What follows belongs to an exercise in optimizing a design on an open flow for small area; a production flow would make more cautious choices. Only simulation tests tie the RTL to the original design; equivalence was not proved.

[design/flow/run.sh]
#!/bin/bash
# synth_recipe.tcl (not shown) runs the flow's synth.tcl, then flattens the netlist and writes it again
# the make line also repeats each setting of config.mk as NAME=value (left out here)
make -C /OpenROAD-flow-scripts/flow DESIGN_CONFIG=/design/flow/config.mk WORK_HOME=/design/flow/orfs CLKGATE_MAP_FILE= SYNTH_SCRIPT=/design/flow/synth_recipe.tcl finish
[design/flow/config.mk]
export PLATFORM = sky130hd
export DESIGN_NAME = m68k_periph
export DESIGN_NICKNAME = m68k_periph
export VERILOG_FILES = /design/flow/design.v
export SDC_FILE = /design/flow/constraint.sdc
export NUM_CORES = 4
export LEC_CHECK = 0
export CAP_MARGIN = 20
export CORE_MARGIN = 2
export CORE_UTILIZATION = 40
export SLEW_MARGIN = 20
[design/flow/constraint.sdc]
create_clock -name core_clock -period 10.0 [get_ports {clk}]
set_input_delay 2.0000 -clock core_clock [delete_from_list [all_inputs] [get_ports {clk}]]
set_output_delay 2.0000 -clock core_clock [all_outputs]
set_load 0.01 [all_outputs]
[design/flow/design.v]
`timescale 1ns / 1ps
module sram_if(
		input clk,
		input reset_n,
		input [15:0] data_write,
		output [15:0] data_read,
		input [19:0] addr,
		input uds,  
		input lds,  
		input rw,
		output ack,
		output [17:0] ram_addr,
		input  [31:0] ram_data_read,
		output reg [31:0] ram_data_write,
		output reg ram_data_is_output,
		output reg [1:0] ram_ce_n,
		output reg [1:0] ram_ub_n,
		output reg [1:0] ram_lb_n,
		output reg [1:0] ram_we_n,
		output reg [1:0] ram_oe_n
    );
	reg [31:0] data_read_from_ram;  
	wire ram_index = addr[1];  
	wire ram0_ce = ~ram_index;
	wire ram1_ce = ram_index;
	wire read_ack;
	wire write_ack;
	assign ack = read_ack || write_ack;
	assign ram_addr[17:0] = addr[19:2];
	reg data_read_done;  
	wire read_access = ( rw && (uds || lds) );
	assign data_read[15:0] = read_access ? ( ram_index ? data_read_from_ram[31:16] : data_read_from_ram[15:0] ) : 16'h0;
	assign read_ack = data_read_done;
	reg data_write_done;
	wire write_access = (~rw && (uds || lds) );
	assign write_ack = data_write_done;
	wire [1:0] write_ce_n = { ~ram1_ce, ~ram0_ce };
	wire [1:0] write_ub_n;
	wire [1:0] write_lb_n;
	wire [1:0] write_we_n;
	assign write_ub_n[0] = ~(ram0_ce && uds);
	assign write_ub_n[1] = ~(ram1_ce && uds);
	assign write_lb_n[0] = ~(ram0_ce && lds);
	assign write_lb_n[1] = ~(ram1_ce && lds);
	assign write_we_n[0] = ~(ram0_ce && ~rw);
	assign write_we_n[1] = ~(ram1_ce && ~rw);
	reg [2:0] state;
	always @(posedge clk) begin
		ram_ce_n[1:0] <= 2'b11;
		ram_ub_n[1:0] <= 2'b11;
		ram_lb_n[1:0] <= 2'b11;
		ram_we_n[1:0] <= 2'b11;
		ram_oe_n[1:0] <= 2'b11;
		data_read_done <= 0;
		data_write_done <= 0;
		ram_data_write <= 32'd0;
		ram_data_is_output <= 1'b0;
		state <= 'd0;
		if( ~reset_n ) begin
		end else	if ( read_access ) begin  
			ram_ce_n[1:0] <= 2'b00;
			ram_ub_n[1:0] <= 2'b00;
			ram_lb_n[1:0] <= 2'b00;
			ram_oe_n[1:0] <= 2'b00;
			ram_we_n[1:0] <= 2'b11;
			case( state )
				'd0: begin
					state <= 'd1;
				end
				'd1: begin
					data_read_from_ram[31:0] <= ram_data_read[31:0];
					state <= 'd2;
				end
				'd2: begin
					ram_ce_n[1:0] <= 2'b11;
					ram_ub_n[1:0] <= 2'b11;
					ram_lb_n[1:0] <= 2'b11;
					ram_oe_n[1:0] <= 2'b11;
					data_read_done <= 1;
					state <= 'd2;
				end
				default:	begin
					state <= 'd2;
				end
			endcase
		end else if ( write_access ) begin  
			ram_ce_n[1:0] <= write_ce_n[1:0];
			ram_ub_n[1:0] <= write_ub_n[1:0];
			ram_lb_n[1:0] <= write_lb_n[1:0];
			ram_oe_n[1:0] <= 2'b11;
			ram_we_n[1:0] <= write_we_n[1:0];
			ram_data_write[31:24] <= ram1_ce && uds ? data_write[15:8] : 8'd0;  
			ram_data_write[23:16] <= ram1_ce && lds ? data_write[7:0]  : 8'd0;
			ram_data_write[15:8]  <= ram0_ce && uds ? data_write[15:8] : 8'd0;
			ram_data_write[7:0]   <= ram0_ce && lds ? data_write[7:0]  : 8'd0;  
			ram_data_is_output <= 1'b1;
			case( state )
				'd0: begin
					state <= 'd1;
					ram_data_is_output <= 1'b1;
				end
				'd1: begin
					ram_ce_n[1:0] <= 2'b11;
					ram_ub_n[1:0] <= 2'b11;
					ram_lb_n[1:0] <= 2'b11;
					ram_we_n[1:0] <= 2'b11;
					ram_data_is_output <= 1'b0;
					data_write_done <= 1;
					state <= 'd1;
				end
				default:	state <= 'd1;
			endcase
		end
	end
endmodule
`timescale 1ns / 1ps
module fifo(
    input clk,
	 input reset_n,
    input [7:0] data_in,
    output [7:0] data_out,
    input push,
    input pop,
	 output empty,
	 output full
);
	reg [7:0] buffer[3:0];
	reg [1:0] rd_idx;
	reg [1:0] wr_idx;
	reg empty_n;
	assign empty = ~empty_n;
	assign full = ( wr_idx == rd_idx ) && ~empty;
	assign data_out[7:0] = buffer[rd_idx][7:0];
	wire [1:0] rd_idx_next = rd_idx + 2'd1;
	wire [1:0] wr_idx_next = wr_idx + 2'd1;
	reg push_r, pop_r;
	always @(posedge clk) begin
		push_r <= push;
		pop_r <= pop;
	end
	wire push_pe = ~push_r && push;
	wire pop_pe = ~pop_r && pop;
	always @(posedge clk) begin
		if( ~reset_n ) begin
			rd_idx <= 2'd0;
			wr_idx <= 2'd0;
			empty_n <= 1'b0;
			buffer[0] <= 8'd0;
			buffer[1] <= 8'd0;
			buffer[2] <= 8'd0;
			buffer[3] <= 8'd0;
		end else if( push_pe && ~full ) begin
			wr_idx <= wr_idx_next;
			buffer[wr_idx] <= data_in[7:0];
			empty_n <= 1'b1;
		end else if( pop_pe && ~empty ) begin
			rd_idx <= rd_idx_next;
			empty_n <= (wr_idx != rd_idx_next);
		end
	end
endmodule
`timescale 1ns / 1ns
module uart(
		input clk,
		input reset_n,
		input rx,
		output reg tx,
		input [15:0] data_write,
		output reg [15:0] data_read,
		input [7:0] addr,
		input uds,
		input lds,
		input rw,
		output reg ack,
		output tx_active,
		input rx_avail_clear_i,
		output [1:0] interrupt
    );
parameter SYS_CLK = 'd25_000_000;
parameter BAUDRATE = 'd115200;
reg tx_start;
reg [8:0] baud;
wire tick = (baud[8:0] == (SYS_CLK/BAUDRATE));
always @(posedge clk) begin
	if(~reset_n || tx_start || tick) begin
		baud <= 0;
	end else begin
		baud <= baud + 'd1;
	end
end
reg [7:0] tx_reg;
reg rx_is_being_read;  
reg status_is_being_read;  
wire [7:0] fifo_out;
reg fifo_pop;
wire [7:0] status;
reg rx_avail_flag;
assign rx_avail = rx_avail_flag;
always @(posedge clk) begin
	data_read[15:0] <= 16'h0;
	ack <= 1'b0;
	tx_start <= 0;
	rx_is_being_read <= 1'b0;
	status_is_being_read <= 1'b0;
	fifo_pop <= 1'b0;
	if( ~reset_n ) begin
	end else
	if( rw ) begin  
		if( addr[7:1] == 7'd0 ) begin
			if( uds ) begin  
			end
			if( lds ) begin  
			end
			ack <= 1;
		end else
		if( addr[7:1] == 7'd1 ) begin
			ack <= 1'b1;
			if( uds ) begin  
			end
			if( lds ) begin  
				data_read[7:0] <= fifo_out[7:0];
				rx_is_being_read <= 1'b1;
				fifo_pop <= 1;
			end
		end else
		if( addr[7:1] == 7'd2 ) begin
			if( uds ) begin  
			end
			if( lds ) begin  
			end
			ack <= 1'b1;
		end else
		if( addr[7:1] == 7'd3 ) begin
			ack <= 1'b1;
			if( uds ) begin  
			end
			if( lds ) begin  
				data_read[7:0] <= status[7:0];
				status_is_being_read <= 1'b1;
			end
		end
	end else begin  
		if( addr[7:1] == 7'd0 ) begin
			if( uds ) begin  
			end
			if( lds ) begin  
			end
			ack <= 1'b1;
		end else
		if( addr[7:1] == 7'd1 ) begin
			if( uds ) begin  
				if( tx_active == 0 ) begin
					ack <= 1'b1;
				end
			end
			if( lds ) begin  
				if( tx_active == 0 ) begin
					tx_start <= 1;
					ack <= 1'b1;
				end
			end
		end else
		if( addr[7:1] == 7'd2 ) begin
			if( uds ) begin  
			end
			if( lds ) begin  
			end
			ack <= 1'b1;
		end else
		if( addr[7:1] == 7'd3 ) begin
			if( uds ) begin  
			end
			if( lds ) begin  
			end
			ack <= 1'b1;
		end
	end  
end
reg [3:0] state_tx;
reg tx_send_tick;
assign tx_active = (state_tx != 0) || tx_start;
always @(posedge clk) begin
	state_tx <= state_tx;
	tx <= tx;
	tx_send_tick <= 0;
	if( ~reset_n ) begin
		tx_reg <= 0;
		state_tx <= 0;
		tx <= 1;
	end else begin
		case (state_tx)
			0: begin
				tx <= 1;
				state_tx <= 0;
				if( tx_start ) begin  
					tx_reg[7:0] <= data_write[7:0];
					tx <= 0;
					state_tx <= 1;
				end
			end
			1: begin
					tx <= 0;
					if( tick ) begin
						tx <= tx_reg[0];
						state_tx <= 2;
					end
				end
			2: begin
					tx <= tx_reg[0];
					if( tick ) begin
						tx <= tx_reg[1];
						state_tx <= 3;
					end
				end
			3: begin
					tx <= tx_reg[1];
					if( tick ) begin
						tx <= tx_reg[2];
						state_tx <= 4;
					end
				end
			4: begin
					tx <= tx_reg[2];
					if( tick ) begin
						tx <= tx_reg[3];
						state_tx <= 5;
					end
				end
			5: begin
					tx <= tx_reg[3];
					if( tick ) begin
						tx <= tx_reg[4];
						state_tx <= 6;
					end
				end
			6: begin
					tx <= tx_reg[4];
					if( tick ) begin
						tx <= tx_reg[5];
						state_tx <= 7;
					end
				end
			7: begin
					tx <= tx_reg[5];
					if( tick ) begin
						tx <= tx_reg[6];
						state_tx <= 8;
					end
				end
			8: begin
					tx <= tx_reg[6];
					if( tick ) begin
						tx <= tx_reg[7];
						state_tx <= 9;
					end
				end
			9: begin
					tx <= tx_reg[7];
					if( tick ) begin
						tx <= 1;
						state_tx <= 10;
					end
				end
			10: begin
					tx <= 1;
					if( tick ) begin
						tx <= 1;
						state_tx <= 11;
					end
				end
			11: begin
				tx <= 1;
				if( tick ) begin
					state_tx <= 12;
				end
			end
			12: begin
				tx <= 1;
				tx_send_tick <= 1;
				state_tx <= 0;
			end
			default: begin
					state_tx <= 0;
					tx <= 1;
				end
		endcase
	end
end
reg [8:0] baud_rx;
reg baud_start;
reg rx_overflow_flag;
wire baud_reset = (baud_rx[8:0] == (SYS_CLK/BAUDRATE));
wire tick_rx = (baud_rx[8:0] == (SYS_CLK/BAUDRATE)/2);
always @(posedge clk) begin
	if(~reset_n || baud_start || baud_reset ) begin
		baud_rx <= 0;
	end else begin
		baud_rx <= baud_rx + 9'd1;
	end
end
reg [3:0] state_rx;
reg rx_avail_tick;
reg [7:0] rx_reg;
always @(posedge clk) begin
	state_rx <= state_rx;
	baud_start <= 0;
	rx_avail_tick <= 0;
	if( ~reset_n ) begin
		state_rx <= 0;
		rx_reg <= 0;
	end else begin
		case ( state_rx )
			0:  
			begin
				if( rx == 0 ) begin
					baud_start <= 1;  
					state_rx <= 1;
				end
			end
			1:  
			if( tick_rx ) begin
				state_rx <= 2;
				if(rx == 1) begin
					state_rx <= 0;  
				end
			end
			2:  
			if( tick_rx ) begin
				rx_reg[0] <= rx;
				state_rx <= 3;
			end
			3:  
			if( tick_rx ) begin
				rx_reg[1] <= rx;
				state_rx <= 4;
			end
			4:  
			if( tick_rx ) begin
				rx_reg[2] <= rx;
				state_rx <= 5;
			end
			5:  
			if( tick_rx ) begin
				rx_reg[3] <= rx;
				state_rx <= 6;
			end
			6:  
			if( tick_rx ) begin
				rx_reg[4] <= rx;
				state_rx <= 7;
			end
			7:  
			if( tick_rx ) begin
				rx_reg[5] <= rx;
				state_rx <= 8;
			end
			8:  
			if( tick_rx ) begin
				rx_reg[6] <= rx;
				state_rx <= 9;
			end
			9:  
			if( tick_rx ) begin
				rx_reg[7] <= rx;
				state_rx <= 10;
			end
			10:  
			if( tick_rx ) begin
				if( rx == 1) begin
					rx_avail_tick <= 1;  
				end
				state_rx <= 0;
			end
			default: state_rx <= 0;
		endcase
	end
end
wire fifo_empty;
wire fifo_full;
always @(posedge clk) begin
	if( ~reset_n || rx_is_being_read || rx_avail_clear_i ) begin
		rx_avail_flag <= 1'b0;
	end else
	if(rx_avail_tick==1'b1) begin
		rx_avail_flag <= 1'b1;
	end
end
always @(posedge clk) begin
	if( ~reset_n || status_is_being_read ) begin
		rx_overflow_flag <= 0;
	end else
	if( rx_avail_tick && fifo_full ) begin
		rx_overflow_flag <= 1;
	end
end
fifo fifo_rx (
    .clk(clk), 
    .reset_n(reset_n), 
    .data_in(rx_reg), 
    .data_out(fifo_out), 
    .push(rx_avail_tick), 
    .pop(fifo_pop), 
    .empty(fifo_empty), 
    .full(fifo_full)
);
assign status[7:0] = { 5'd0, rx_overflow_flag, tx_active, ~fifo_empty };
assign interrupt[1:0] = { tx_send_tick, rx_avail_tick };
endmodule
`timescale 1ns / 1ns
module leds_dev(
		input clk,
		input reset_n,
		input [15:0] data_write,
		output reg [15:0] data_read,
		input [7:0] addr,
		input uds,
		input lds,
		input rw,
		output reg ack,
		output reg [7:0] leds
    );
	always @(posedge clk) begin
		data_read[15:0] <= 16'h0;
		ack <= 1'b0;
		if( ~reset_n ) begin
			leds <= 8'd0;
		end else
		if( rw ) begin  
			if( addr[7:1] == 7'd0 ) begin
				if( uds ) begin  
					data_read[15:8] <= leds[7:0];
					ack <= 1'b1;
				end
				if( lds ) begin  
					data_read[7:0] <= 8'd0;
					ack <= 1'b1;
				end
			end
		end else begin  
			if( addr[7:1] == 7'd0 ) begin
				if( uds ) begin  
					leds[7:0] <= data_write[15:8];
					ack <= 1'b1;
				end
				if( lds ) begin  
					ack <= 1'b1;
				end
			end  
		end  
	end
endmodule
`timescale 1ns / 1ps
module spi(
	input clk,
	input reset_n,
	input [15:0] data_write,
	output reg [15:0] data_read,
	input [7:0] addr,
	input uds,
	input lds,
	input rw,
	output reg ack,
	output spi_mosi,
	output spi_clk,
	input spi_miso,
	output [2:0] spi_cs_n,
	output spi_active
);
reg [15:0] clk_counter;
reg [2:0] clk_div;
reg [2:0] spi_cs_reg;
reg [7:0] rx_reg;
reg [7:0] tx_reg;
wire active;
assign spi_active = active;
reg start;
reg tx_out;
assign spi_mosi = active ? tx_out : 1'b0;  
assign spi_clk = active ? clk_counter[ clk_div[2:0] ] : 1'b0;
assign spi_cs_n[2:0] =	spi_cs_reg==1 ? 3'b110 : 
								spi_cs_reg==2 ? 3'b101 : 
								spi_cs_reg==3 ? 3'b011 :  3'b111;
always @(posedge clk) begin
	ack <= 1'b0;
	start <= 0;
	data_read[15:0] <= 0;
	if( ~reset_n ) begin
		clk_div <= 0;
		spi_cs_reg <= 0;
	end else
	if( rw ) begin  
		if( addr[7:1] == 7'd0 ) begin
			ack <= 1'b1;
			if( uds ) begin  
			end
			if( lds ) begin  
			end
		end else
		if( addr[7:1] == 7'd1 ) begin
			if( uds ) begin  
				if( ~active ) begin
					ack <= 1'b1;
				end
			end
			if( lds ) begin  
				if( ~active ) begin
					data_read[7:0] <= rx_reg[7:0];
					ack <= 1'b1;
				end
			end
		end else
		if( addr[7:1] == 7'd2 ) begin
			ack <= 1'b1;
			if( uds ) begin  
			end
			if( lds ) begin  
			end
		end else
		if( addr[7:1] == 7'd3 ) begin
			ack <= 1'b1;
			if( uds ) begin  
			end
			if( lds ) begin  
				data_read[7:0] <= { spi_cs_reg[2:0], clk_div[2:0], active };
			end
		end
	end else begin  
		if( addr[7:1] == 7'd0 ) begin
			ack <= 1'b1;
			if( uds ) begin  
			end
			if( lds ) begin  
			end
		end else
		if( addr[7:1] == 7'd1 ) begin
			if( uds ) begin  
				if( ~active ) begin
					ack <= 1'b1;
				end
			end
			if( lds ) begin  
				if( ~active ) begin
					start <= 1;
					tx_reg <= data_write[7:0];
					ack <= 1'b1;
				end
			end
		end else
		if( addr[7:1] == 7'd2 ) begin
			ack <= 1;
			if( uds ) begin  
			end
			if( lds ) begin  
			end
		end else
		if( addr[7:1] == 7'd3 ) begin
			if( uds ) begin  
				if( ~active ) begin
					ack <= 1;
				end
			end
			if( lds ) begin  
				if( ~active ) begin
					clk_div[2:0] <= data_write[3:1];
					spi_cs_reg[2:0] <= data_write[6:4];
					ack <= 1'b1;
				end
			end
		end
	end
end
always @(posedge clk) begin
	if( ~reset_n ) begin
		clk_counter <= 0; 
	end else
	if( active ) begin
		clk_counter <= clk_counter + 1'b1;
	end
end
reg spi_clk_r;
always @(posedge clk) spi_clk_r <= spi_clk;
wire spi_clk_ne = { spi_clk_r, spi_clk } == 2'b10;
wire spi_clk_pe = { spi_clk_r, spi_clk } == 2'b01;
wire tx_clk_tick = spi_clk_ne;  
wire rx_clk_tick = spi_clk_pe;  
reg [3:0] state_tx;
assign active = (state_tx != 0);
always @(posedge clk) begin
	if( ~reset_n ) begin
		state_tx <= 0;
		tx_out <= 'b0;
	end else begin
		case ( state_tx )
			0: if( start ) begin
				state_tx <= 'd1;
				tx_out <= tx_reg[7];
			end
			1: begin
					tx_out <= tx_reg[7];  
					if( tx_clk_tick ) begin
						state_tx <= 'd2;
						tx_out <= tx_reg[6];
					end
			end
			2: if( tx_clk_tick ) begin
				state_tx <= 'd3;
				tx_out <= tx_reg[5];
			end
			3: if( tx_clk_tick ) begin
				state_tx <= 'd4;
				tx_out <= tx_reg[4];
			end
			4: if( tx_clk_tick ) begin
				state_tx <= 'd5;
				tx_out <= tx_reg[3];
			end
			5: if( tx_clk_tick ) begin
				state_tx <= 'd6;
				tx_out <= tx_reg[2];
			end
			6: if( tx_clk_tick ) begin
				state_tx <= 'd7;
				tx_out <= tx_reg[1];
			end
			7: if( tx_clk_tick ) begin
				state_tx <= 'd8;
				tx_out <= tx_reg[0];
			end
			8: if( tx_clk_tick ) begin
				state_tx <= 'd0;
				tx_out <= 'b0;
			end
			default: state_tx <= 0;
		endcase
	end
end
reg [3:0] state_rx;
always @(posedge clk) begin
	if( ~reset_n ) begin
		state_rx <= 0;
		rx_reg <= 0;
	end else begin
		case ( state_rx )
			0: if( start ) begin
				state_rx <= 'd1;
			end
			1: if( rx_clk_tick ) begin
				rx_reg[7] <= spi_miso;
				state_rx <= 'd2;
			end
			2: if( rx_clk_tick ) begin
				rx_reg[6] <= spi_miso;
				state_rx <= 'd3;
			end
			3: if( rx_clk_tick ) begin
				rx_reg[5] <= spi_miso;
				state_rx <= 'd4;
			end
			4: if( rx_clk_tick ) begin
				rx_reg[4] <= spi_miso;
				state_rx <= 'd5;
			end
			5: if( rx_clk_tick ) begin
				rx_reg[3] <= spi_miso;
				state_rx <= 'd6;
			end
			6: if( rx_clk_tick ) begin
				rx_reg[2] <= spi_miso;
				state_rx <= 'd7;
			end
			7: if( rx_clk_tick ) begin
				rx_reg[1] <= spi_miso;
				state_rx <= 'd8;
			end
			8: if( rx_clk_tick ) begin
				rx_reg[0] <= spi_miso;
				state_rx <= 'd0;
			end
			default: state_rx <= 0;
		endcase
	end
end
endmodule
`timescale 1ns / 1ps
module timer(
		input clk,
		input reset_n,
		input [15:0] data_write,
		output reg [15:0] data_read,
		input [7:0] addr,
		input uds,
		input lds,
		input rw,
		output reg ack,
		output interrupt
);
reg [15:0] cnt;
reg [4:0] clk_div;
wire timer_clk = cnt[clk_div[3:0]];
reg timer_clk_r;
always @(posedge clk) timer_clk_r <= timer_clk;
wire timer_tick = { timer_clk_r, timer_clk } == 2'b01;
reg [31:0] cmp;
reg [31:0] timer;
reg enable;
wire overflow = enable && ( timer == cmp );
reg overflow_r;
always @(posedge clk) overflow_r <= overflow;
assign interrupt = { overflow_r, overflow } == 2'b01;
wire [15:0] ctrl = { 8'd0, { 2'b00, clk_div[4:0], enable } };
wire [6:0] addr7 = addr[7:1];
always @(posedge clk) begin
	ack <= 1'b0;
	if( ~reset_n ) begin
		clk_div <= 0;
		cmp <= 0;
		enable <= 0;
		data_read <= 16'd0;
	end else
	if( rw ) begin  
		if( addr[7:1] == 7'd0 ) begin
			if( uds ) begin  
				data_read[15:8] <= timer[31:24];
			end
			if( lds ) begin  
				data_read[7:0] <= timer[23:16];
			end
		end else
		if( addr[7:1] == 7'd1 ) begin
			if( uds ) begin  
				data_read[15:8] <= timer[15:8];
			end
			if( lds ) begin  
				data_read[7:0] <= timer[7:0];
			end
		end else
		if( addr[7:1] == 7'd2 ) begin
			if( uds ) begin  
				data_read[15:8] <= cmp[31:24];
			end
			if( lds ) begin  
				data_read[7:0] <= cmp[23:16];
			end
		end else
		if( addr[7:1] == 7'd3 ) begin
			if( uds ) begin  
				data_read[15:8] <= cmp[15:8];
			end
			if( lds ) begin  
				data_read[7:0] <= cmp[7:0];
			end
		end else		
		if( addr[7:1] == 7'd4 ) begin
			if( uds ) begin  
				data_read[15:8] <= 8'd1;
			end
			if( lds ) begin  
				data_read[7:0] <= 8'd2;
			end
		end else
		if( addr[7:1] == 7'd5 ) begin
			if( uds ) begin  
				data_read[15:8] <= 8'd3; 
			end
			if( lds ) begin  
				data_read[7:0] <= 8'd4; 
			end
		end
		if( uds || lds ) ack <= 1'b1;
	end else begin  
		if( addr[7:1] == 7'd0 ) begin
		end else
		if( addr[7:1] == 7'd1 ) begin
		end else
		if( addr[7:1] == 7'd2 ) begin
			if( uds ) begin  
				cmp[31:24] <= data_write[15:8];
			end
			if( lds ) begin  
				cmp[23:16] <= data_write[7:0];
			end
		end else
		if( addr[7:1] == 7'd3 ) begin
			if( uds ) begin  
				cmp[15:8] <= data_write[15:8];
			end
			if( lds ) begin  
				cmp[7:0] <= data_write[7:0];
			end
		end else
		if( addr[7:1] == 7'd4 ) begin
			if( uds ) begin  
			end
			if( lds ) begin  
			end
		end else
		if( addr[7:1] == 7'd5 ) begin
			if( uds ) begin  
			end
			if( lds ) begin  
				{ clk_div[4:0], enable } <= data_write[5:0];
			end
		end
		if( uds || lds ) ack <= 1;
	end
end
always @(posedge clk) begin
	if( ~reset_n ) begin
		timer <= 0;
	end else begin
		if( ~rw ) begin
			if( addr[7:1] == 7'd0 ) begin
				if( uds ) timer[31:24] <= data_write[15:8];
				if( lds ) timer[23:16] <= data_write[7:0];
			end else
			if( addr[7:1] == 7'd1 ) begin
				if( uds ) timer[15:8] <= data_write[15:8];
				if( lds ) timer[7:0] <= data_write[7:0];
			end
		end
		if( overflow && timer_tick ) begin
			timer <= 'd0;
		end else
		if( enable && timer_tick ) begin
			timer <= timer + 1'b1;
		end
	end
end
always @(posedge clk) begin
	if( ~reset_n ) begin
		cnt <= 0;
	end else
	if(enable) begin
		cnt <= cnt + 'd1;
	end
end
endmodule
`timescale 1ns / 1ps
module intctrl(
		input clk,
		input reset_n,
		input [15:0] data_write,
		output reg [15:0] data_read,
		input [7:0] addr,
		input uds,
		input lds,
		input rw,
		output reg ack,
		input as,
		output [2:0] ipl_n,
		input [2:0] interrupts
);
wire signal_int;  
reg [7:0] int_en;  
reg global_int_enable;  
reg [7:0] int_status;
wire [7:0] int_masked = int_en & int_status;
wire int_active = (int_masked != 0);
always @(posedge clk) begin
	ack <= 1'b0;
	data_read[15:0] <= 0;
	if( ~reset_n ) begin
		int_en <= 0;
		global_int_enable <= 0;
	end else
	if( rw ) begin  
		if( addr[7:1] == 7'd0 ) begin
			ack <= 1'b1;
			if( uds ) begin  
			end
			if( lds ) begin  
			end
		end else
		if( addr[7:1] == 7'd1 ) begin
			ack <= 1'b1;
			if( uds ) begin  
			end
			if( lds ) begin  
				data_read[7:0] <= { 6'd0, global_int_enable };
			end
		end else
		if( addr[7:1] == 7'd2 ) begin
			ack <= 1'b1;
			if( uds ) begin  
			end
			if( lds ) begin  
			end
		end else
		if( addr[7:1] == 7'd3 ) begin
			ack <= 1'b1;
			if( uds ) begin  
			end
			if( lds ) begin  
				data_read[7:0] <= int_en[7:0];
			end
		end else
		if( addr[7:1] == 7'd4 ) begin
			ack <= 1'b1;
			if( uds ) begin  
			end
			if( lds ) begin  
			end
		end else
		if( addr[7:1] == 7'd5 ) begin
			ack <= 1'b1;
			if( uds ) begin  
			end
			if( lds ) begin  
				data_read[7:0] <= int_status[7:0];
			end
		end
	end else begin  
		if( addr[7:1] == 7'd0 ) begin
			ack <= 1'b1;
			if( uds ) begin  
			end
			if( lds ) begin  
			end
		end else
		if( addr[7:1] == 7'd1 ) begin
			ack <= 1'b1;
			if( uds ) begin  
			end
			if( lds ) begin  
				global_int_enable <= data_write[0];
			end
		end else
		if( addr[7:1] == 7'd2 ) begin
			ack <= 1;
			if( uds ) begin  
			end
			if( lds ) begin  
			end
		end else
		if( addr[7:1] == 7'd3 ) begin
			ack <= 1'b1;
			if( uds ) begin  
			end
			if( lds ) begin  
				int_en[7:0] <= data_write[7:0];
			end
		end else
		if( addr[7:1] == 7'd4 ) begin
			ack <= 1'b1;
		end else
		if( addr[7:1] == 7'd5 ) begin
			ack <= 1'b1;
		end
	end
end
always @(posedge clk) begin : int_status_handling
	if( ~reset_n ) begin
		int_status <= 0;
	end else  
	if( global_int_enable && (interrupts != 0) ) begin
		int_status[2:0] <= int_status[2:0] | (int_en[2:0] & interrupts[2:0]);
	end else  
	if( ~rw ) begin  
		if( addr[7:1] == 7'd4 ) begin
			if( uds ) begin  
			end
			if( lds ) begin  
			end
		end else
		if( addr[7:1] == 7'd5 ) begin
			if( uds ) begin  
			end
			if( lds ) begin  
				int_status[7:0] <= data_write[7:0];
			end
		end
	end
end
assign ipl_n[2:0] =	global_int_enable ?
								int_masked[0] ? 3'd6 :  
								int_masked[1] ? 3'd6 :  
								int_masked[2] ? 3'd5 :  
								3'b111
							: 3'b111;
endmodule
`timescale 1ns / 1ps
module device_mux(
		input clk,
		input reset_n,
		input as,
		input [15:0] master_write,
		output [15:0] master_read,
		input [31:0] master_addr,
		input master_uds,
		input master_lds,
		output master_ack,
		input [15:0] slave1_read,
		output [15:0] slave1_write,
		output [23:0] slave1_addr,
		output slave1_uds,
		output slave1_lds,
		input slave1_ack,
		input [15:0] slave2_read,
		output [15:0] slave2_write,
		output [7:0] slave2_addr,
		output slave2_uds,
		output slave2_lds,
		input slave2_ack,
		input [15:0] slave3_read,
		output [15:0] slave3_write,
		output [7:0] slave3_addr,
		output slave3_uds,
		output slave3_lds,
		input slave3_ack,
		input [15:0] slave4_read,
		output [15:0] slave4_write,
		output [7:0] slave4_addr,
		output slave4_uds,
		output slave4_lds,
		input slave4_ack,
		input  [15:0] slave5_read,
		output [15:0] slave5_write,
		output [7:0]  slave5_addr,
		output slave5_uds,
		output slave5_lds,
		input  slave5_ack,
		input  [15:0] slave6_read,
		output [15:0] slave6_write,
		output [7:0]  slave6_addr,
		output slave6_uds,
		output slave6_lds,
		input  slave6_ack
    );
reg [3:0] slave_index;
reg int_ack;
always @(*) begin
	int_ack = 1'b0;
	slave_index = 4'd0;
	if( master_uds || master_lds ) begin
		if( master_addr < 32'h100000 ) begin
			slave_index = 4'd1;
		end else
		if( master_addr < 32'h100100 ) begin
			slave_index = 4'd2;
		end else
		if( master_addr < 32'h100200 ) begin
			slave_index = 4'd3;
		end else
		if( master_addr < 32'h100300 ) begin
			slave_index = 4'd4;
		end else
		if( master_addr < 32'h100400 ) begin
			slave_index = 4'd5;
		end else
		if( master_addr < 32'h100500 ) begin
			slave_index = 4'd6;
		end else
		if( master_addr >= 32'hFFFF_FFF0 ) begin
			int_ack = 1'b1;
		end
	end
end
assign master_read[15:0] =
	(slave_index == 1 ) ? slave1_read[15:0] :
	(slave_index == 2 ) ? slave2_read[15:0] :
	(slave_index == 3 ) ? slave3_read[15:0] :
	(slave_index == 4 ) ? slave4_read[15:0] :
	(slave_index == 5 ) ? slave5_read[15:0] :
	(slave_index == 6 ) ? slave6_read[15:0] :
		16'd0;
assign master_ack =
	(slave_index == 1 ) ? slave1_ack :
	(slave_index == 2 ) ? slave2_ack :
	(slave_index == 3 ) ? slave3_ack :
	(slave_index == 4 ) ? slave4_ack :
	(slave_index == 5 ) ? slave5_ack :
	(slave_index == 6 ) ? slave6_ack :
	            int_ack ? 1'b1 :  
		1'd0;
assign slave1_write[15:0] = master_write[15:0];
assign slave2_write[15:0] = master_write[15:0];
assign slave3_write[15:0] = master_write[15:0];
assign slave4_write[15:0] = master_write[15:0];
assign slave5_write[15:0] = master_write[15:0];
assign slave6_write[15:0] = master_write[15:0];
assign slave1_addr[23:0] = master_addr[23:0];
assign slave2_addr[7:0]  = master_addr[7:0];
assign slave3_addr[7:0]  = master_addr[7:0];
assign slave4_addr[7:0]  = master_addr[7:0];
assign slave5_addr[7:0]  = master_addr[7:0];
assign slave6_addr[7:0]  = master_addr[7:0];
assign slave1_uds = (slave_index == 1 ) ? master_uds : 1'b0;
assign slave1_lds = (slave_index == 1 ) ? master_lds : 1'b0;
assign slave2_uds = (slave_index == 2 ) ? master_uds : 1'b0;
assign slave2_lds = (slave_index == 2 ) ? master_lds : 1'b0;
assign slave3_uds = (slave_index == 3 ) ? master_uds : 1'b0;
assign slave3_lds = (slave_index == 3 ) ? master_lds : 1'b0;
assign slave4_uds = (slave_index == 4 ) ? master_uds : 1'b0;
assign slave4_lds = (slave_index == 4 ) ? master_lds : 1'b0;
assign slave5_uds = (slave_index == 5 ) ? master_uds : 1'b0;
assign slave5_lds = (slave_index == 5 ) ? master_lds : 1'b0;
assign slave6_uds = (slave_index == 6 ) ? master_uds : 1'b0;
assign slave6_lds = (slave_index == 6 ) ? master_lds : 1'b0;
endmodule
`timescale 1ns / 1ps
module m68k_periph(
	input clk,
	input reset_n,
	input  [31:0] bus_addr,
	input  [15:0] bus_wdata,
	output [15:0] bus_rdata,
	input  bus_uds,
	input  bus_lds,
	input  bus_rw,
	output bus_ack,
	output [2:0] ipl_n,
	output tx,
	input rx,
	output [7:0] leds,
	output [17:0] ram_addr,
	input  [31:0] ram_data_read,
	output [31:0] ram_data_write,
	output ram_data_is_output,
	output [1:0] ram_ce_n,
	output [1:0] ram_ub_n,
	output [1:0] ram_lb_n,
	output [1:0] ram_we_n,
	output [1:0] ram_oe_n,
	input spi_miso,
	output spi_mosi,
	output spi_clk,
	output [2:0] spi_cs_n
);
	wire rw = bus_rw;
	wire [15:0] mem_write;
	wire [15:0] mem_read;
	wire [23:0] mem_addr;
	wire mem_uds, mem_lds, mem_ack;
	sram_if sram (
		.clk(clk),
		.reset_n(reset_n),
		.data_write(mem_write),
		.data_read(mem_read),
		.addr(mem_addr[19:0]),
		.uds(mem_uds),
		.lds(mem_lds),
		.rw(rw),
		.ack(mem_ack),
		.ram_addr(ram_addr),
		.ram_data_read(ram_data_read),
		.ram_data_write(ram_data_write),
		.ram_data_is_output(ram_data_is_output),
		.ram_ce_n(ram_ce_n),
		.ram_ub_n(ram_ub_n),
		.ram_lb_n(ram_lb_n),
		.ram_we_n(ram_we_n),
		.ram_oe_n(ram_oe_n)
	);
	wire [15:0] uart1_write;
	wire [15:0] uart1_read;
	wire [7:0] uart1_addr;
	wire uart1_uds, uart1_lds, uart1_ack, uart1_tx_active;
	wire [1:0] uart_interrupt;
	uart #(.SYS_CLK('d12_500_000), .BAUDRATE('d115200)) uart1 (
		.clk(clk),
		.reset_n(reset_n),
		.rx(rx),
		.tx(tx),
		.data_write(uart1_write),
		.data_read(uart1_read),
		.addr(uart1_addr),
		.uds(uart1_uds),
		.lds(uart1_lds),
		.rw(rw),
		.ack(uart1_ack),
		.tx_active(uart1_tx_active),
		.rx_avail_clear_i(1'b0),
		.interrupt(uart_interrupt)
	);
	wire [15:0] leds_write;
	wire [15:0] leds_read;
	wire [7:0] leds_addr;
	wire leds_uds, leds_lds, leds_ack;
	leds_dev leds1 (
		.clk(clk),
		.reset_n(reset_n),
		.data_write(leds_write),
		.data_read(leds_read),
		.addr(leds_addr),
		.uds(leds_uds),
		.lds(leds_lds),
		.rw(rw),
		.ack(leds_ack),
		.leds(leds)
	);
	wire [15:0] spi_write;
	wire [15:0] spi_read;
	wire [7:0] spi_addr;
	wire spi_uds, spi_lds, spi_ack, spi_active;
	spi spi1 (
		.clk(clk),
		.reset_n(reset_n),
		.data_write(spi_write),
		.data_read(spi_read),
		.addr(spi_addr),
		.uds(spi_uds),
		.lds(spi_lds),
		.rw(rw),
		.ack(spi_ack),
		.spi_mosi(spi_mosi),
		.spi_clk(spi_clk),
		.spi_miso(spi_miso),
		.spi_cs_n(spi_cs_n),
		.spi_active(spi_active)
	);
	wire [15:0] timer_write;
	wire [15:0] timer_read;
	wire [7:0] timer_addr;
	wire timer_uds, timer_lds, timer_ack;
	wire timer_interrupt;
	timer timer1 (
		.clk(clk),
		.reset_n(reset_n),
		.data_write(timer_write),
		.data_read(timer_read),
		.addr(timer_addr),
		.uds(timer_uds),
		.lds(timer_lds),
		.rw(rw),
		.ack(timer_ack),
		.interrupt(timer_interrupt)
	);
	wire [2:0] interrupts = { uart_interrupt[1:0], timer_interrupt };
	wire [15:0] intctrl_write;
	wire [15:0] intctrl_read;
	wire [7:0] intctrl_addr;
	wire intctrl_uds, intctrl_lds, intctrl_ack;
	intctrl intctrl1 (
		.clk(clk),
		.reset_n(reset_n),
		.data_write(intctrl_write),
		.data_read(intctrl_read),
		.addr(intctrl_addr),
		.uds(intctrl_uds),
		.lds(intctrl_lds),
		.rw(rw),
		.ack(intctrl_ack),
		.as(1'b0),
		.ipl_n(ipl_n),
		.interrupts(interrupts)
	);
	device_mux mux (
		.clk(clk),
		.reset_n(reset_n),
		.as(1'b0),
		.master_write(bus_wdata),
		.master_read(bus_rdata),
		.master_addr(bus_addr),
		.master_uds(bus_uds),
		.master_lds(bus_lds),
		.master_ack(bus_ack),
		.slave1_read(mem_read),
		.slave1_write(mem_write),
		.slave1_addr(mem_addr),
		.slave1_uds(mem_uds),
		.slave1_lds(mem_lds),
		.slave1_ack(mem_ack),
		.slave2_read(uart1_read),
		.slave2_write(uart1_write),
		.slave2_addr(uart1_addr),
		.slave2_uds(uart1_uds),
		.slave2_lds(uart1_lds),
		.slave2_ack(uart1_ack),
		.slave3_read(leds_read),
		.slave3_write(leds_write),
		.slave3_addr(leds_addr),
		.slave3_uds(leds_uds),
		.slave3_lds(leds_lds),
		.slave3_ack(leds_ack),
		.slave4_read(spi_read),
		.slave4_write(spi_write),
		.slave4_addr(spi_addr),
		.slave4_uds(spi_uds),
		.slave4_lds(spi_lds),
		.slave4_ack(spi_ack),
		.slave5_read(timer_read),
		.slave5_write(timer_write),
		.slave5_addr(timer_addr),
		.slave5_uds(timer_uds),
		.slave5_lds(timer_lds),
		.slave5_ack(timer_ack),
		.slave6_read(intctrl_read),
		.slave6_write(intctrl_write),
		.slave6_addr(intctrl_addr),
		.slave6_uds(intctrl_uds),
		.slave6_lds(intctrl_lds),
		.slave6_ack(intctrl_ack)
	);
endmodule
==> results.sh <==
export IMPL_syn_cell_area_mm2=0.0174
export IMPL_finalHoldViolations=0
export IMPL_synth_seq_cells=375
export IMPL_cts_sinks=375
export IMPL_cts_buffers_inserted=43
export IMPL_fin_crit_ns=7.58
export IMPL_final_common_cell="dfxtp_1"
export IMPL_synth_edf_count=72
export IMPL_drt_iter0_drc=1035
export IMPL_cts_tree="done"
export IMPL_cts_setup_buffers=0
export IMPL_clock_fmax_mhz=132
export IMPL_die_w_um=212
export IMPL_grt_antenna_before_repair=0
export IMPL_critPathMaxStageDelay_ns=0.60
export IMPL_yosysSeqAreaShare_pct=47.4
export IMPL_clock_latency_ns=0.57
export IMPL_nets=1979
export IMPL_final_cell_mix="dfxtp_1, clkdlybuf4s50_1, nand2_1"
export IMPL_async_reset_ff_share_pct=0
export IMPL_report_final_slew_viol_count=0
export IMPL_critPathLaunchType="input port"
export IMPL_fin_ws_ns=2.42
export IMPL_ys_types=84
export IMPL_crit_chain="clkdlybuf4s50_1, nor4_1, nand4_1, o32ai_2, and2_1, nand2_1, o211ai_1, clkdlybuf4s50_1"
export IMPL_drt_first_pass_iters=5
export IMPL_avgSynthCellArea_um2=9.78
export IMPL_pre_cts_ws_ns=2.44
export IMPL_peakVddDrop_mv=0.0989
export IMPL_syn_num_nets=1870
export IMPL_finalClockSkew_ns=0.0195
export IMPL_cts_max_level=2
export IMPL_n_fill_cell=4031
export IMPL_cts_resized=0
export IMPL_clockRootBuffer="clkbuf_16"
export IMPL_grtUsageTotal_pct=21.1
export IMPL_drive_above_1_share_pct=7.92
export IMPL_power_w=0.00337
export IMPL_drv_cap=0
export IMPL_tightest_slew_ns=1.08
export IMPL_post_route_period_util_pct=75.8
export IMPL_yosysTopAreaCell="dfxtp_1"
export IMPL_dp_hpwl_um=34400
export IMPL_relSlewSlack_pct=27.1
export IMPL_start_util_pct=40.4
export IMPL_num_io_pins=182
export IMPL_dieArea_mm2=0.0451
export IMPL_status="no timing/DRC/antenna violations"
export IMPL_cts_clk_slew_worst_paths_ns=0.06
export IMPL_avgRoutedWirePerCell_um=19.2
export IMPL_synth_top_area_share_pct=35.0
export IMPL_ant_nets=0
export IMPL_yosysWarningCount=9
export IMPL_num_vias=13400
export IMPL_die_h_um=212
export IMPL_endpoint_kind="primary output"
export IMPL_cp_arrival_ns=5.58
export IMPL_p_per_area_mw_per_mm2=161
export IMPL_core_area_mm2=0.0430
export IMPL_cp_required_ns=8.00
export IMPL_hp_class="register to register"
export IMPL_clock_path_buffers=3
export IMPL_tns_ns=0
export IMPL_rsz0062_at_grt="false"
export IMPL_grt_max_degree=74
export IMPL_vias_per_cell=5.36
export IMPL_critPathMaxFanout=17
export IMPL_placementRows=76
export IMPL_grt_pass1_vias=13000
export IMPL_synth_area_leaders="dfxtp_1, edfxtp_1, mux2i_1"
export IMPL_cts_hold_buffers=0
export IMPL_diodes=0
export IMPL_p_leak_nw=7.42
export IMPL_synthToLayoutAreaGrowth_pct=20.7
export IMPL_grt_overflow_total=0
export IMPL_worst_path_max_delay_cell="clkdlybuf4s50_1"
export IMPL_ys_flop_type="dfxtp_1"
export IMPL_drc_errors=0
export IMPL_port_buffers=179
export IMPL_grt_first_pass_wirelength_um=74100
export IMPL_routed_wirelength_um=48100
export IMPL_gp_congestion=0.925
export IMPL_path_common_cell="clkdlybuf4s50_1"
export IMPL_path_class="input port to primary output"
export IMPL_setup_viol=0
export IMPL_synthCells=1775
-- critical path, delay by kind of cell --
| kind | cells | cell delay, ns |
|---|---|---|
| compound gates | 2 | 0.84 |
| simple gates | 4 | 1.71 |
| buf+inv | 2 | 1.02 |
-- report_power, final --
| part | switching [W] | total [W] | internal, W |
|---|---|---|---|
| sequential | 0.00000513 | 0.00155 | 0.00155 |
| combinational | 0.0000730 | 0.000132 | 0.0000593 |
| clock | 0.000647 | 0.00168 | 0.00104 |
| total | 0.000725 | 0.00337 | 0.00264 |
-- worst paths after layout --
kind              cells past startpoint  slack (ns)               from             endpoint
setup / recovery                      8        2.42       bus_addr[28]         bus_rdata[6]
hold / removal                        0        0.38     uart1.fifo_pop  uart1.fifo_rx.pop_r
setup reg to reg                      6        6.60  timer1.clk_div[1]     timer1.timer[30]
hold reg to reg                       0        0.38     uart1.fifo_pop  uart1.fifo_rx.pop_r
-- synth_stat cells (12+ instances only) --
cell type,count
a211oi_1,17
a21boi_0,24
a21oi_1,39
a22oi_1,34
and2_1,91
and3_1,38
and4_1,12
buf_2,19
buf_4,21
clkbuf_1,82
dfxtp_1,303
edfxtp_1,72
inv_1,31
mux2_2,16
mux2i_1,106
mux4_2,19
nand2_1,138
nand2b_1,28
nand3_1,50
nand4_1,42
nor2_1,125
nor2b_1,114
nor3_1,35
nor4_1,27
o211ai_1,19
o21ai_0,54
xnor2_1,55
xor2_1,24
-- logic make-up (layout without fill, tap and decap cells) --
kind of cell    count (synthesis)  after routing  share of synthesized area, %
mux                           141            141                          9.62
flops                         375            375                          47.4
buf+inv                       162            306                          4.19
compound gates                253            253                          10.1
simple gates                  756            756                          24.1
other cells                     1              1                        0.0216
fa+ha+maj                       8              8                         0.577
xor+xnor                       79             79                          3.99
-- area by class of cell --
class                   count  area (um2)  area share (%)
multi-input cells        1238        8430            40.2
flip-flops and latches    375        8230            39.3
repair buffers            195        1900            9.09
clock buffers              65        1300            6.22
well taps                 585         732            3.49
clock inverters            15         236            1.13
inverters                  31         116           0.555
-- per-layer routing --
layer,vias to the layer above,part of all wire [%],track usage (%)
met5,-,0,0
met4,0,2.8,7.02
met3,78,5.8,3.87
met2,380,48,36.3
met1,6449,44,26.7
li1,6514,-,-
-- per-stage QoR --
stage | hold slack (ns) | util, % | instances | instance area [um2]
after floorplan | 0.344 | - | 1775 | 17400
after global placement | 0.375 | 45.1 | 2424 | 19400
after detailed placement | 0.375 | 45.1 | 2424 | 19400
after CTS | 0.379 | 48.7 | 2504 | 20900
after global routing | 0.381 | 48.7 | 2504 | 21000
final | 0.379 | 48.7 | 2504 | 21000

separate check: timing with driven ports:
The results above use ideal ports. As a check the final layout listed here was re-extracted and re-timed, cells and wires unchanged. Step 1 assumes that a clkbuf_16 drives the clock port and a buf_2 every other input. Step 2 times the ports against the registers' clock, not the clock port: input delays grow and output delays shrink by t, the midpoint of the rising clock arrivals with the driver on. Slacks: no drivers / after step 1 / after step 2; pairs: no drivers / after step 1.
t, ns: 0.613
setup WS [ns]: 2.424 / 2.395 / 2.395
worst hold slack (ns): 0.379 / 0.379 / 0.379
slew at the worst register clock pin (ns): 0.07 / 0.07
worst data-port slew with drivers (ns): 0.07
After both steps this run still meets setup and hold. The setup slack of this run moves by -0.029 ns with the drivers and by -0.029 ns with both steps.
